What follows belongs to an exercise in optimizing a design on an open flow for small area; a production flow would make more cautious choices. In this exercise RTL edits were held to simulation tests only and were not proved equivalent to the original. Power figures rest on the tool's default switching activity, not on a simulated workload.

### flow/config.mk
export PLATFORM = sky130hd
export DESIGN_NAME = top
export DESIGN_NICKNAME = top
export VERILOG_FILES = /design/flow/design.v
export SDC_FILE = /design/flow/constraint.sdc
export NUM_CORES = 4
export LEC_CHECK = 0
export CAP_MARGIN = 20
export CORE_MARGIN = 2
export CORE_UTILIZATION = 40
export SLEW_MARGIN = 20
### flow/constraint.sdc
create_clock -name core_clock -period 15.4 [get_ports {osc_clk}]
set_input_delay 3.0800 -clock core_clock [delete_from_list [all_inputs] [get_ports {osc_clk}]]
set_output_delay 3.0800 -clock core_clock [all_outputs]
set_load 0.01 [all_outputs]
### flow/design.v
module nco_sig 
(input clk,
input rst,
input [63:0] phase_inc_carr,
output reg [63:0] phase_accum
);
always@(posedge clk) begin
	if (rst)
		phase_accum <= 64'b0;
	else
		phase_accum <= phase_accum + phase_inc_carr;
end
endmodule
module SinCos (
    input wire        Clock,
    input wire        ClkEn,
    input wire        Reset,
    input wire [9:0]  Theta,    
    output reg [9:0]  Sine,     
    output reg [9:0]  Cosine    
);
wire [1:0] quad = Theta[9:8];        
wire [7:0] phase = Theta[7:0];       
wire [7:0] lut_addr;                 
reg [9:0] lut_value;                
assign lut_addr = (quad == 2'b01 || quad == 2'b11) ? (8'd255 - phase) : phase;
reg [9:0] sin_lut [0:255];
initial begin
        sin_lut[0] = 10'd0;
        sin_lut[1] = 10'd3;
        sin_lut[2] = 10'd6;
        sin_lut[3] = 10'd9;
        sin_lut[4] = 10'd12;
        sin_lut[5] = 10'd15;
        sin_lut[6] = 10'd18;
        sin_lut[7] = 10'd21;
        sin_lut[8] = 10'd25;
        sin_lut[9] = 10'd28;
        sin_lut[10] = 10'd31;
        sin_lut[11] = 10'd34;
        sin_lut[12] = 10'd37;
        sin_lut[13] = 10'd40;
        sin_lut[14] = 10'd43;
        sin_lut[15] = 10'd46;
        sin_lut[16] = 10'd50;
        sin_lut[17] = 10'd53;
        sin_lut[18] = 10'd56;
        sin_lut[19] = 10'd59;
        sin_lut[20] = 10'd62;
        sin_lut[21] = 10'd65;
        sin_lut[22] = 10'd68;
        sin_lut[23] = 10'd71;
        sin_lut[24] = 10'd74;
        sin_lut[25] = 10'd78;
        sin_lut[26] = 10'd81;
        sin_lut[27] = 10'd84;
        sin_lut[28] = 10'd87;
        sin_lut[29] = 10'd90;
        sin_lut[30] = 10'd93;
        sin_lut[31] = 10'd96;
        sin_lut[32] = 10'd99;
        sin_lut[33] = 10'd102;
        sin_lut[34] = 10'd105;
        sin_lut[35] = 10'd108;
        sin_lut[36] = 10'd111;
        sin_lut[37] = 10'd115;
        sin_lut[38] = 10'd118;
        sin_lut[39] = 10'd121;
        sin_lut[40] = 10'd124;
        sin_lut[41] = 10'd127;
        sin_lut[42] = 10'd130;
        sin_lut[43] = 10'd133;
        sin_lut[44] = 10'd136;
        sin_lut[45] = 10'd139;
        sin_lut[46] = 10'd142;
        sin_lut[47] = 10'd145;
        sin_lut[48] = 10'd148;
        sin_lut[49] = 10'd151;
        sin_lut[50] = 10'd154;
        sin_lut[51] = 10'd157;
        sin_lut[52] = 10'd160;
        sin_lut[53] = 10'd163;
        sin_lut[54] = 10'd166;
        sin_lut[55] = 10'd169;
        sin_lut[56] = 10'd172;
        sin_lut[57] = 10'd175;
        sin_lut[58] = 10'd178;
        sin_lut[59] = 10'd180;
        sin_lut[60] = 10'd183;
        sin_lut[61] = 10'd186;
        sin_lut[62] = 10'd189;
        sin_lut[63] = 10'd192;
        sin_lut[64] = 10'd195;
        sin_lut[65] = 10'd198;
        sin_lut[66] = 10'd201;
        sin_lut[67] = 10'd204;
        sin_lut[68] = 10'd207;
        sin_lut[69] = 10'd209;
        sin_lut[70] = 10'd212;
        sin_lut[71] = 10'd215;
        sin_lut[72] = 10'd218;
        sin_lut[73] = 10'd221;
        sin_lut[74] = 10'd224;
        sin_lut[75] = 10'd226;
        sin_lut[76] = 10'd229;
        sin_lut[77] = 10'd232;
        sin_lut[78] = 10'd235;
        sin_lut[79] = 10'd238;
        sin_lut[80] = 10'd240;
        sin_lut[81] = 10'd243;
        sin_lut[82] = 10'd246;
        sin_lut[83] = 10'd249;
        sin_lut[84] = 10'd251;
        sin_lut[85] = 10'd254;
        sin_lut[86] = 10'd257;
        sin_lut[87] = 10'd260;
        sin_lut[88] = 10'd262;
        sin_lut[89] = 10'd265;
        sin_lut[90] = 10'd268;
        sin_lut[91] = 10'd270;
        sin_lut[92] = 10'd273;
        sin_lut[93] = 10'd276;
        sin_lut[94] = 10'd278;
        sin_lut[95] = 10'd281;
        sin_lut[96] = 10'd283;
        sin_lut[97] = 10'd286;
        sin_lut[98] = 10'd289;
        sin_lut[99] = 10'd291;
        sin_lut[100] = 10'd294;
        sin_lut[101] = 10'd296;
        sin_lut[102] = 10'd299;
        sin_lut[103] = 10'd301;
        sin_lut[104] = 10'd304;
        sin_lut[105] = 10'd306;
        sin_lut[106] = 10'd309;
        sin_lut[107] = 10'd311;
        sin_lut[108] = 10'd314;
        sin_lut[109] = 10'd316;
        sin_lut[110] = 10'd319;
        sin_lut[111] = 10'd321;
        sin_lut[112] = 10'd324;
        sin_lut[113] = 10'd326;
        sin_lut[114] = 10'd328;
        sin_lut[115] = 10'd331;
        sin_lut[116] = 10'd333;
        sin_lut[117] = 10'd336;
        sin_lut[118] = 10'd338;
        sin_lut[119] = 10'd340;
        sin_lut[120] = 10'd343;
        sin_lut[121] = 10'd345;
        sin_lut[122] = 10'd347;
        sin_lut[123] = 10'd350;
        sin_lut[124] = 10'd352;
        sin_lut[125] = 10'd354;
        sin_lut[126] = 10'd356;
        sin_lut[127] = 10'd359;
        sin_lut[128] = 10'd361;
        sin_lut[129] = 10'd363;
        sin_lut[130] = 10'd365;
        sin_lut[131] = 10'd367;
        sin_lut[132] = 10'd370;
        sin_lut[133] = 10'd372;
        sin_lut[134] = 10'd374;
        sin_lut[135] = 10'd376;
        sin_lut[136] = 10'd378;
        sin_lut[137] = 10'd380;
        sin_lut[138] = 10'd382;
        sin_lut[139] = 10'd384;
        sin_lut[140] = 10'd386;
        sin_lut[141] = 10'd388;
        sin_lut[142] = 10'd391;
        sin_lut[143] = 10'd393;
        sin_lut[144] = 10'd395;
        sin_lut[145] = 10'd396;
        sin_lut[146] = 10'd398;
        sin_lut[147] = 10'd400;
        sin_lut[148] = 10'd402;
        sin_lut[149] = 10'd404;
        sin_lut[150] = 10'd406;
        sin_lut[151] = 10'd408;
        sin_lut[152] = 10'd410;
        sin_lut[153] = 10'd412;
        sin_lut[154] = 10'd414;
        sin_lut[155] = 10'd415;
        sin_lut[156] = 10'd417;
        sin_lut[157] = 10'd419;
        sin_lut[158] = 10'd421;
        sin_lut[159] = 10'd423;
        sin_lut[160] = 10'd424;
        sin_lut[161] = 10'd426;
        sin_lut[162] = 10'd428;
        sin_lut[163] = 10'd430;
        sin_lut[164] = 10'd431;
        sin_lut[165] = 10'd433;
        sin_lut[166] = 10'd435;
        sin_lut[167] = 10'd436;
        sin_lut[168] = 10'd438;
        sin_lut[169] = 10'd439;
        sin_lut[170] = 10'd441;
        sin_lut[171] = 10'd443;
        sin_lut[172] = 10'd444;
        sin_lut[173] = 10'd446;
        sin_lut[174] = 10'd447;
        sin_lut[175] = 10'd449;
        sin_lut[176] = 10'd450;
        sin_lut[177] = 10'd452;
        sin_lut[178] = 10'd453;
        sin_lut[179] = 10'd455;
        sin_lut[180] = 10'd456;
        sin_lut[181] = 10'd457;
        sin_lut[182] = 10'd459;
        sin_lut[183] = 10'd460;
        sin_lut[184] = 10'd461;
        sin_lut[185] = 10'd463;
        sin_lut[186] = 10'd464;
        sin_lut[187] = 10'd465;
        sin_lut[188] = 10'd467;
        sin_lut[189] = 10'd468;
        sin_lut[190] = 10'd469;
        sin_lut[191] = 10'd470;
        sin_lut[192] = 10'd472;
        sin_lut[193] = 10'd473;
        sin_lut[194] = 10'd474;
        sin_lut[195] = 10'd475;
        sin_lut[196] = 10'd476;
        sin_lut[197] = 10'd477;
        sin_lut[198] = 10'd478;
        sin_lut[199] = 10'd480;
        sin_lut[200] = 10'd481;
        sin_lut[201] = 10'd482;
        sin_lut[202] = 10'd483;
        sin_lut[203] = 10'd484;
        sin_lut[204] = 10'd485;
        sin_lut[205] = 10'd486;
        sin_lut[206] = 10'd487;
        sin_lut[207] = 10'd488;
        sin_lut[208] = 10'd488;
        sin_lut[209] = 10'd489;
        sin_lut[210] = 10'd490;
        sin_lut[211] = 10'd491;
        sin_lut[212] = 10'd492;
        sin_lut[213] = 10'd493;
        sin_lut[214] = 10'd494;
        sin_lut[215] = 10'd494;
        sin_lut[216] = 10'd495;
        sin_lut[217] = 10'd496;
        sin_lut[218] = 10'd497;
        sin_lut[219] = 10'd497;
        sin_lut[220] = 10'd498;
        sin_lut[221] = 10'd499;
        sin_lut[222] = 10'd499;
        sin_lut[223] = 10'd500;
        sin_lut[224] = 10'd501;
        sin_lut[225] = 10'd501;
        sin_lut[226] = 10'd502;
        sin_lut[227] = 10'd502;
        sin_lut[228] = 10'd503;
        sin_lut[229] = 10'd504;
        sin_lut[230] = 10'd504;
        sin_lut[231] = 10'd504;
        sin_lut[232] = 10'd505;
        sin_lut[233] = 10'd505;
        sin_lut[234] = 10'd506;
        sin_lut[235] = 10'd506;
        sin_lut[236] = 10'd507;
        sin_lut[237] = 10'd507;
        sin_lut[238] = 10'd507;
        sin_lut[239] = 10'd508;
        sin_lut[240] = 10'd508;
        sin_lut[241] = 10'd508;
        sin_lut[242] = 10'd509;
        sin_lut[243] = 10'd509;
        sin_lut[244] = 10'd509;
        sin_lut[245] = 10'd509;
        sin_lut[246] = 10'd510;
        sin_lut[247] = 10'd510;
        sin_lut[248] = 10'd510;
        sin_lut[249] = 10'd510;
        sin_lut[250] = 10'd510;
        sin_lut[251] = 10'd510;
        sin_lut[252] = 10'd510;
        sin_lut[253] = 10'd510;
        sin_lut[254] = 10'd510;
        sin_lut[255] = 10'd510;
end
always @(posedge Clock) begin
    if (ClkEn) lut_value <= sin_lut[lut_addr];
end
wire [9:0] sin_raw = lut_value;
wire [9:0] cos_raw = sin_lut[8'd255 - lut_addr];
always @(posedge Clock) begin
    if (Reset) begin
        Sine   <= 10'd0;
        Cosine <= 10'd511;  
    end
    else if (ClkEn) begin
        case (quad)
            2'b00: Sine <=  sin_raw;        
            2'b01: Sine <=  sin_raw;        
            2'b10: Sine <= -sin_raw;        
            2'b11: Sine <= -sin_raw;        
        endcase
        case (quad)
            2'b00: Cosine <=  cos_raw;      
            2'b01: Cosine <= -cos_raw;      
            2'b10: Cosine <= -cos_raw;      
            2'b11: Cosine <=  cos_raw;      
        endcase
    end
end
endmodule
module CIC 
  (input wire clk,
   input wire rst,
   input wire [7:0]		Gain,
   input wire signed [19:0]  d_in,
   output reg signed [31:0]  d_out,
   output reg 				 d_clk);
  parameter WIDTH = 80;  
  parameter DECIMATION_RATIO = 4096;   
  reg signed [WIDTH-1:0] d_tmp, d_d_tmp;
  reg signed [WIDTH-1:0]  d_out1;
  reg signed [WIDTH-1:0] d1, d1_x;
  reg signed [WIDTH-1:0] d2;
  reg signed [WIDTH-1:0] d3;
  reg signed [WIDTH-1:0] d4;
  reg signed [WIDTH-1:0] d5;
  reg signed [WIDTH-1:0] d6, d_d6;
  reg signed [WIDTH-1:0] d7, d_d7;
  reg signed [WIDTH-1:0] d8, d_d8;
  reg signed [WIDTH-1:0] d9, d_d9;
  reg signed [WIDTH-1:0] d10;
  reg [15:0] count;
  reg v_comb;   
  reg d_clk_tmp;
  always @(posedge clk)
    begin
d1_x <=  $signed(d_in);   
      d1 <= (d1_x) + d1;
      d2 <= d1 + d2;
      d3 <= d2 + d3;
      d4 <= d3 + d4;
      d5 <= d4 + d5;
      if (rst)
        begin
          count <= 16'b0;
          d_clk_tmp <= 1'b0;
          v_comb <= 1'b0;
        end else if (count == DECIMATION_RATIO - 1)
        begin
          count <= 16'b0;
          d_tmp <= d5;
          d_clk_tmp <= 1'b1;
          v_comb <= 1'b1;
        end else if (count == DECIMATION_RATIO >> 1)
          begin
			d_clk_tmp <= 1'b0;
            count <= count + 16'd1;
            v_comb <= 1'b0;
          end else
            begin
			  d_clk_tmp <= 1'b0;
              count <= count + 16'd1;
              v_comb <= 1'b0;
            end
    end
  always @(posedge clk)   
    begin
      d_clk <= rst ? 1'b0 : d_clk_tmp;
      if (v_comb)
        begin
          d_d_tmp <= d_tmp;
          d6 <= d_tmp - d_d_tmp;
          d_d6 <= d6;
          d7 <= d6 - d_d6;
          d_d7 <= d7;
          d8 <= d7 - d_d7;
          d_d8 <= d8;
          d9 <= d8 - d_d8;
          d_d9 <= d9;
          d10 <= d9 - d_d9;
d_out <= (d10 >>> (WIDTH - 32 - Gain));
end
    end		
endmodule
module Hilbert (
 input  clk  ,
 input  data_ready  ,
 input  [31:0] Q_in,
 input  [31:0] I_in,
 output reg signed [31:0] Q_out,
 output reg signed [31:0] I_out
 );
integer TAPS;
integer TAPS_D;
parameter COEFF_WIDTH = 13;
parameter DATA_WIDTH = 32;
parameter N = 55;     
parameter DELAY_TAPS = 28;
reg signed [COEFF_WIDTH-1:0] k[0:N/2-1];
reg signed [DATA_WIDTH-1:0] v_Q[0:N-1];
reg signed [DATA_WIDTH-1:0] v_I[0:DELAY_TAPS ];
reg signed [DATA_WIDTH + COEFF_WIDTH + 2:0] sum[0:N/2-1];
reg signed [DATA_WIDTH+5+COEFF_WIDTH:0] mac_result;
reg [7:0] tap_counter;
initial begin
   k[0] = 8 ;
   k[1] = 10 ;
   k[2] = 15 ;
   k[3] = 23 ;
   k[4] = 36 ;
   k[5] = 55 ;
   k[6] = 80 ;
   k[7] = 114 ;
   k[8] = 159 ;
   k[9] = 223 ;
   k[10] = 319 ;
   k[11] = 482 ;
   k[12] = 845 ;
   k[13] = 2599 ;
end
always @(posedge clk)
 begin
              if (tap_counter < N/4+1) begin
                 mac_result <= mac_result + (sum[tap_counter]);
                 tap_counter <= tap_counter + 1;
             end
   if ((data_ready) && (tap_counter >= N/4+1))
       begin
                 Q_out <= mac_result[DATA_WIDTH + COEFF_WIDTH-2:COEFF_WIDTH-1];  
                 I_out <= v_I[0];
                 mac_result <= 0;
                 tap_counter <= 0;
        sum[0] <= (v_Q[0] - v_Q[54]) * k[0] ;
        sum[1] <= (v_Q[2] - v_Q[52]) * k[1] ;
        sum[2] <= (v_Q[4] - v_Q[50]) * k[2] ;
        sum[3] <= (v_Q[6] - v_Q[48]) * k[3] ;
        sum[4] <= (v_Q[8] - v_Q[46]) * k[4] ;
        sum[5] <= (v_Q[10] - v_Q[44]) * k[5] ;
        sum[6] <= (v_Q[12] - v_Q[42]) * k[6] ;
        sum[7] <= (v_Q[14] - v_Q[40]) * k[7] ;
        sum[8] <= (v_Q[16] - v_Q[38]) * k[8] ;
        sum[9] <= (v_Q[18] - v_Q[36]) * k[9] ;
        sum[10] <= (v_Q[20] - v_Q[34]) * k[10] ;
        sum[11] <= (v_Q[22] - v_Q[32]) * k[11] ;
        sum[12] <= (v_Q[24] - v_Q[30]) * k[12] ;
        sum[13] <= (v_Q[26] - v_Q[28]) * k[13] ;
 for (TAPS = 0 ; TAPS < N-1; TAPS = TAPS + 1) begin
                    v_Q[TAPS] <= v_Q[TAPS+1];
                 end
                 v_Q[N-1] <= Q_in;
 for (TAPS_D = 0 ; TAPS_D < DELAY_TAPS; TAPS_D = TAPS_D + 1) begin
                    v_I[TAPS_D] <= v_I[TAPS_D+1];
                 end
                 v_I[DELAY_TAPS] <= I_in;
      end
   end
endmodule
module SPI_Master (
	input              osc_clk  ,
	input              rst      ,
	input      [ 31:0] data_in  ,
	output reg [ 31:0] data_out ,
	input              MISO     , 
	input              StartSPI ,
	output reg         SCK      ,
	output             MOSI     ,
	output reg         SSEL     
);
	parameter BAUD_DIVISOR = 7;  
	reg  [15:0] SIO_count        ;
	reg  [31:0] MOSIdata         ;  
	reg  [31:0] MISOdata         ;  
	reg  [31:0] data_in_1        ;
	reg         StartSPI_synced  ;
	reg         clk_scaled_enable;
	reg  [ 7:0] clk_counter      ;
	reg  [ 2:0] SCKr             ;
	reg  [ 2:0] SSELr            ;
	wire        SCK_risingedge  ;
	wire        SSEL_fallingedge ;
	always @(posedge osc_clk )
		begin
			if (rst)
				begin
					SSEL            <= 1'b1;
					SIO_count       <= 16'h0;
					SCK             <= 1'b0;
				end
			else if (StartSPI) 
				begin  
					SSEL            <= 1'b0;
					SIO_count       <= 16'h 40 * 8 + 6;
					SCK             <= 1'b0;
					MOSIdata <= data_in;
				end
			else 
				begin
						if (SIO_count == 16'h0)   
							begin  
								SSEL     <= 1'b1;
								SCK      <= 1'b0;
								data_out <= MISOdata;
							end
						else
							begin  
								SIO_count <= SIO_count -16'b1;
								if (SIO_count[2:0] == 3'b 111)
									begin
										SCK <= ~SCK;
									end
								if (SIO_count[3:0] == 4'b 0111)
									begin
										MOSIdata[31:0] <= {MOSIdata[30:0], 1'b0};
									end
							end
				end
	end
always @(posedge osc_clk )
		begin
				begin		
					SCKr <= {SCKr[1:0], SCK};
				end
		end	
assign SCK_risingedge = (SCKr[1:0]==2'b01);
	assign MOSI = MOSIdata[31];   
	always @(posedge osc_clk)
		begin
			if (SCK_risingedge)
				begin
					MISOdata[31:0] <= {MISOdata[30:0], MISO};  
				end
		end
endmodule
module PWM
(input clk,
input rst,
input [11:0] DataIn,
output reg PWMOut
);
reg [9:0] counter;
reg [11:0] SimIn;
reg [11:0] DataInNoSign;
reg [11:0] DataInReg;
always @(posedge clk)
	begin
		if (rst)
			counter <= 10'b0;
		else
			counter <= counter + 1'b 1;
		if (counter == 0)
			DataInReg <= DataIn+  12'd 512;  
		if (counter > (DataInReg[9:0]))  
			PWMOut <= 1'b 0;
		else
			PWMOut <= 1'b 1;
	end
endmodule
module top
  (
	input osc_clk,
	input rst,
	input [63:0] tune,
   	output [7:0] MYLED,
	output TX_NCO,
	input  RFIn,
	output RFOut,
	output MOSI_I,
	input MISO_I,
	output SCK_I,
	output SSEL_I,
	output MOSI_Q,
	input MISO_Q,
	output SCK_Q,
	output SSEL_Q,
	output PWMOut
	);
wire signed[9:0] LOSine;
wire signed[9:0] LOCosine;
reg signed[63:0] phase_inc_carrGen;
reg signed[63:0] phase_inc_carrGen1;
wire [63:0] phase_accum;
wire CIC_out_clkI;   
wire CIC_out_clkQ;
reg [7:0] CICGain;
reg signed [19:0] MixerOutI;
reg signed [19:0] MixerOutQ;
wire [31:0] MOSI_Val_I;
wire [31:0] MOSI_Val_Q;
reg StartSPI_I;
wire [31:0] data_out_I;
reg StartSPI_Q;
wire [31:0] data_out_Q;
reg RFInR;
reg RFInR1;
wire signed [31:0] I_out;
wire signed [31:0] Q_out;
reg signed [31:0] audio_out;
  always @(posedge osc_clk)
    begin
      RFInR1 <= RFIn;
      RFInR <= RFInR1;
    end
  assign RFOut = RFInR1;
  always @(posedge osc_clk)
    begin
      if (RFInR == 1'b 0)
        begin
          MixerOutI <= LOSine <<< 10;
          MixerOutQ <= LOCosine <<< 10;
        end
      else
        begin
          MixerOutI <= -LOSine <<< 10;
          MixerOutQ <= -LOCosine <<< 10;
        end
    end
CIC  #(.WIDTH(80), .DECIMATION_RATIO(4096)) CIC_I (
.clk (osc_clk),
.rst (rst),
.Gain (CICGain[7:0]),
.d_in (MixerOutI[19:0]),
.d_out (MOSI_Val_I),
.d_clk (CIC_out_clkI)
);
CIC  #(.WIDTH(80), .DECIMATION_RATIO(4096)) CIC_Q (
.clk (osc_clk),
.rst (rst),
.Gain (CICGain[7:0]),
.d_in (MixerOutQ[19:0]),
.d_out (MOSI_Val_Q),
.d_clk (CIC_out_clkQ)
);
SinCos SinCos1 (
.Clock (osc_clk),
.ClkEn (1'b 1),
.Reset (1'b 0),
.Theta (phase_accum[63:54]),
.Sine (LOSine),
.Cosine (LOCosine)
);
nco_sig	 ncoGen (
.clk (osc_clk),
.rst (rst),
.phase_inc_carr ( phase_inc_carrGen1),
.phase_accum (phase_accum)
);
Hilbert Hilbert (
.clk (osc_clk),
.I_in (MOSI_Val_Q[31:0]),
.Q_in (MOSI_Val_I[31:0]),
.data_ready (CIC_out_clkI),
.I_out (I_out[31:0]),
.Q_out (Q_out[31:0])
);
assign MYLED[7:6] = 1;  
assign MYLED[5] = data_out_Q[0];  
assign MYLED[4] = data_out_I[0];  
assign MYLED[3] =  1;  
assign MYLED[2] = LOSine[4];  
assign MYLED[1] = LOSine[9]; 
assign MYLED[0] = 1;  
assign TX_NCO = phase_accum[43];
always @ (posedge (osc_clk))
	begin
	phase_inc_carrGen1 <= phase_inc_carrGen;
	CICGain <= 1;   
	audio_out <= Q_out + I_out;   
	phase_inc_carrGen <= tune;  
  end
always @(posedge osc_clk )
begin
		if (CIC_out_clkI)
			begin
				StartSPI_I <= 1'b1;
			end
			else
			begin
				StartSPI_I <= 1'b0;
			end
end
always @(posedge osc_clk )
begin
		if (CIC_out_clkQ)
			begin
				StartSPI_Q <= 1'b1;
			end
			else
			begin
				StartSPI_Q <= 1'b0;
			end
end
SPI_Master SPI_Master_I (
.osc_clk (osc_clk ),
.rst (rst),
.data_in (I_out),
.data_out (data_out_I),
.StartSPI (StartSPI_I),
.SCK (SCK_I),
.MOSI (MOSI_I),
.MISO (MISO_I),
.SSEL (SSEL_I)
);
SPI_Master SPI_Master_Q (
.osc_clk (osc_clk),
.rst (rst),
.data_in (Q_out),
.data_out (data_out_Q),
.StartSPI (StartSPI_Q),
.SCK (SCK_Q),
.MOSI (MOSI_Q),
.MISO (MISO_Q),
.SSEL (SSEL_Q)
);
PWM PWM1 (
.clk (osc_clk),
.rst (rst),
.DataIn (audio_out[31:20]),
.PWMOut (PWMOut)
);
endmodule
### flow/run.sh
#!/bin/bash
# synth_recipe.tcl (not shown) runs the flow's synth.tcl, then flattens the netlist and writes it again
# the make line also repeats each setting of config.mk as NAME=value (left out here)
make -C /OpenROAD-flow-scripts/flow DESIGN_CONFIG=/design/flow/config.mk WORK_HOME=/design/flow/orfs CLKGATE_MAP_FILE= SYNTH_SCRIPT=/design/flow/synth_recipe.tcl finish
==> run notes <==
==> per-layer routing <==
layer,vias to the layer above,track usage [%],wire length (um),part of all wire (%)
met1,117000,24.0,384000,40
met2,5361,37.0,488000,50
li1,116000,-,-,-
met5,-,0,174,0.018
met4,18,10.5,56000,5.8
met3,1889,2.78,40200,4.1
==> worst max path at each step <==
| stage | cells past startpoint | slack (ps) | end |
|---|---|---|---|
| global placement | 35 | 4770 | Hilbert.sum[5][39] |
| global route | 34 | 4530 | Hilbert.sum[8][41] |
| finish | 33 | 5010 | Hilbert.sum[12][43] |
| CTS | 33 | 4920 | Hilbert.sum[12][43] |
| detailed placement | 33 | 4930 | Hilbert.sum[12][43] |
| floorplan | 0 | -2880 | CIC_Q.d10[47] |
==> worst reg2reg max path, delay by kind of cell, from the launching register on <==
kind | cells | cell delay (ps)
adders and majority gates | 8 | 3090
buffers and inverters | 7 | 450
AOI/OAI and AO/OA | 16 | 5450
DFF | 1 | 400
xor gates and xnor gates | 2 | 760
==> area by class of cell <==
| cell class | instances | area, um^2 |
|---|---|---|
| antenna | 77 | 193 |
| clock inverter | 382 | 4020 |
| clock buffer | 888 | 19300 |
| sequential | 6238 | 176000 |
| fill | 83600 | 504000 |
| multi-input combinational | 21100 | 172000 |
| timing repair buffer | 324 | 2840 |
| inverter | 3985 | 15000 |
| tap | 12100 | 15200 |
==> Yosys cell counts (129+ instances only) <==
cell type,instances
nand3_1,518
o21ai_0,1257
nand4_1,365
nor2_1,1573
o31ai_1,129
clkbuf_1,575
nand2_1,1400
a211oi_1,201
nor3_1,363
xnor2_1,1608
dfxtp_1,1128
and3_1,240
a21oi_1,2366
o21bai_1,378
a31oi_1,252
ha_1,3872
and2_1,146
a21o_1,1466
edfxtp_1,5110
nand2b_1,371
nor2b_1,390
a221oi_1,183
fa_1,1066
o21a_1,307
xor2_1,774
inv_1,3981
==> metrics by stage <==
stage / setup TNS, ps / cells / util, % / worst slack, ps / area, um^2
3_3_place_gp: 0 / 43800 / 41.9 / 4770 / 380000
2_1_floorplan: -2208340 / 31900 / - / -2880 / 365000
3_5_place_dp: 0 / 43800 / 41.9 / 4930 / 381000
4_1_cts: 0 / 45100 / 44.5 / 4920 / 404000
6_report: 0 / 45100 / 44.5 / 5010 / 404000
5_1_grt: 0 / 45100 / 44.5 / 4530 / 404000
==> cells by family (layout without fill, tap and decap cells) <==
logic type	after synthesis	in the layout
AOI/OAI and AO/OA	7778	7778
DFF	6238	6238
buffers and inverters	4603	5579
xor gates and xnor gates	2386	2386
other	2	99
adders and majority gates	4945	4945
muxes	104	104
and+or+nand+nor	5864	5864
==> power breakdown <==
group,internal [uW],switching [uW]
clock network,10100,7040
logic,8540,12200
registers,19700,1170
==> flow_summary_export.csv <==
group,metric,value,unit
logic_synthesis,synth-simple-area-share,7.84,%
place,portBuffers,81,
clock_tree,cts-root-buf,"clkbuf_16",
power,pwr_density_cell,146,nW/um^2
critical_path,cp_slowest_stage_delay,790,ps
die,die_x,958,um
layout,drive_gt1_share,5.02,%
global_route,grt_pass1_wl,1450,mm
timing,relSlewSlack,11.6,%
timing,whs,312,ps
layout,largest_reg_flops,1760,
timing,tightest_slew,1310,ps
worst_hold_path,hold_path_end,"StartSPI_Q",
detailed_routing,drc,0,
critical_path,crit_required,16260,ps
clock_tree,cts_tree,"yes",
logic_synthesis,synth_flop_cell,"edfxtp_1",
logic_synthesis,synth-warning-count,634,
die,dieHeight,958,um
clock_tree,cts_buffers,724,
critical_path,worst_path_max_delay_cell,"a221oi_1",
timing,timing.fmax,0.0962,GHz
logic_synthesis,synth-edff-count,5110,
power,p_leak,0.169,uW
logic_synthesis,syn_area_per_cell,11.4,um^2
timing,setup-violations-final,0,
logic_synthesis,synthArstFlopShare,0,%
critical_path,r2r_start,"Hilbert.v_Q[24][0]",
detailed_routing,drt_pre_antenna_iters,6,
timing,min_period,10390,ps
clock_tree,cts.path.max_buffers,5,
logic_synthesis,synth_top_area_cell,"edfxtp_1",
logic_synthesis,synth_top_family_by_area,"adder cells",
logic_synthesis,synth-compound-area-share,13.9,%
detailed_routing,routed_wl,969,mm
logic_synthesis,seq_area_frac_synth,48.3,%
global_route,grt.overflow.total,0,
detailed_routing,viasPerCell,5.32,
clock_tree,cts_max_level,6,
global_route,grtUsageTotal,20.6,%
layout,fin_nets,37400,
die,core.rowCount,350,
die,initial_core_util,40.1,%
clock_tree,cts.sinks,6238,
timing,maxSlewViolCount,0,
detailed_routing,dr_total_vias,240000,
critical_path,critPathKind,"reg -> reg",
power,peakVddDrop,228,uV
logic_synthesis,synthMuxAreaShare,0.313,%
critical_path,crit_path_start,"Hilbert.v_Q[24][0]",
die,ioPinCount,86,
logic_synthesis,yosys_register_bits,6238,
critical_path,crit_path_max_fanout,6,
critical_path,start_kind,"register",
layout,regMostFlops,"Hilbert.v_Q",
logic_synthesis,syn_area,364000,um^2
layout,reg_top3,"Hilbert.v_Q x1760, Hilbert.v_I x928, Hilbert.sum x596",
global_route,antenna_found_initial,66,
timing,rsz0062_at_grt,"false",
die,core,908000,um^2
worst_hold_path,hold_start,"CIC_Q.d_clk",
worst_hold_path,hold_depth,0,
logic_synthesis,synth_top_cell_area_share,42.1,%
run_status,status,"complete, no violations",
critical_path,reg2reg_to,"Hilbert.sum[12][43]",
logic_synthesis,synth_area_leaders,"edfxtp_1 (42%), ha_1 (13%), dfxtp_1 (6.2%)",
layout,most-common-layout-cells,"edfxtp_1 (5,110), inv_1 (3,982), ha_1 (3,872)",
detailed_routing,drt_iter0_drc,16500,
clock_tree,clk_latency,1160,ps
timing,fin_crit_sh,67.5,%
logic_synthesis,synth-xor-area-share,5.74,%
global_route,grt_max_degree,200,
timing,fin_skew,102,ps
critical_path,worst-path-buf-inv,7,
clock_tree,cts_hold_buf,0,
die,die_area,919000,um^2
critical_path,r2r_cells,33,
power,power,58800,uW
logic_synthesis,synth-adder-area-share,19.2,%
detailed_routing,wire_per_inst,21.5,um
detailed_routing,postRouteAntennaNets,0,
clock_tree,clkTransAtPathRegs,60,ps
logic_synthesis,ys_types,105,
clock_tree,cts_setup_buffers,0,
run,maxCapViolCount,0,
worst_hold_path,min_path_type,"reg -> reg",
clock_tree,cts_resized,0,
timing,hold_violations,0,
place,dp_hpwl,758,mm
global_route,first_global_vias,243000,
logic_synthesis,synthCells,31900,
critical_path,crit_top_cell,"inv_1",
critical_path,crit_arrival,11260,ps
layout,syn_to_final_growth,10.9,%
place,gp_congestion,0.956,
critical_path,r2r_setup_slack,5010,ps
critical_path,end_kind,"register",
layout,final_common_cell,"edfxtp_1",
critical_path,cp_top_family,"compound AO/OA/AOI/OAI gates",

-- static timing again, ports no longer ideal --
No port has a modelled driver above. Below, the same layout with a new extraction and two added sets of constraints.
Step 1, drivers: a clkbuf_16 drives osc_clk and a buf_2 each remaining input, both assumed.
Step 2, shift: input delay + t, output delay - t, t = (earliest + latest rising clock arrival at the registers) / 2. This alone moves slack from input paths to output paths.
a / b / c = ideal / step 1 / step 2; a / b = the first two.
t, ns: 1.239
setup WS [ns]: 5.005 / 5.005 / 5.005
worst data-port slew with drivers (ns): 0.27
After both steps this run still meets setup and hold. For this run, drivers alone change the setup slack by 0.000 ns; drivers and shift together by 0.000 ns.
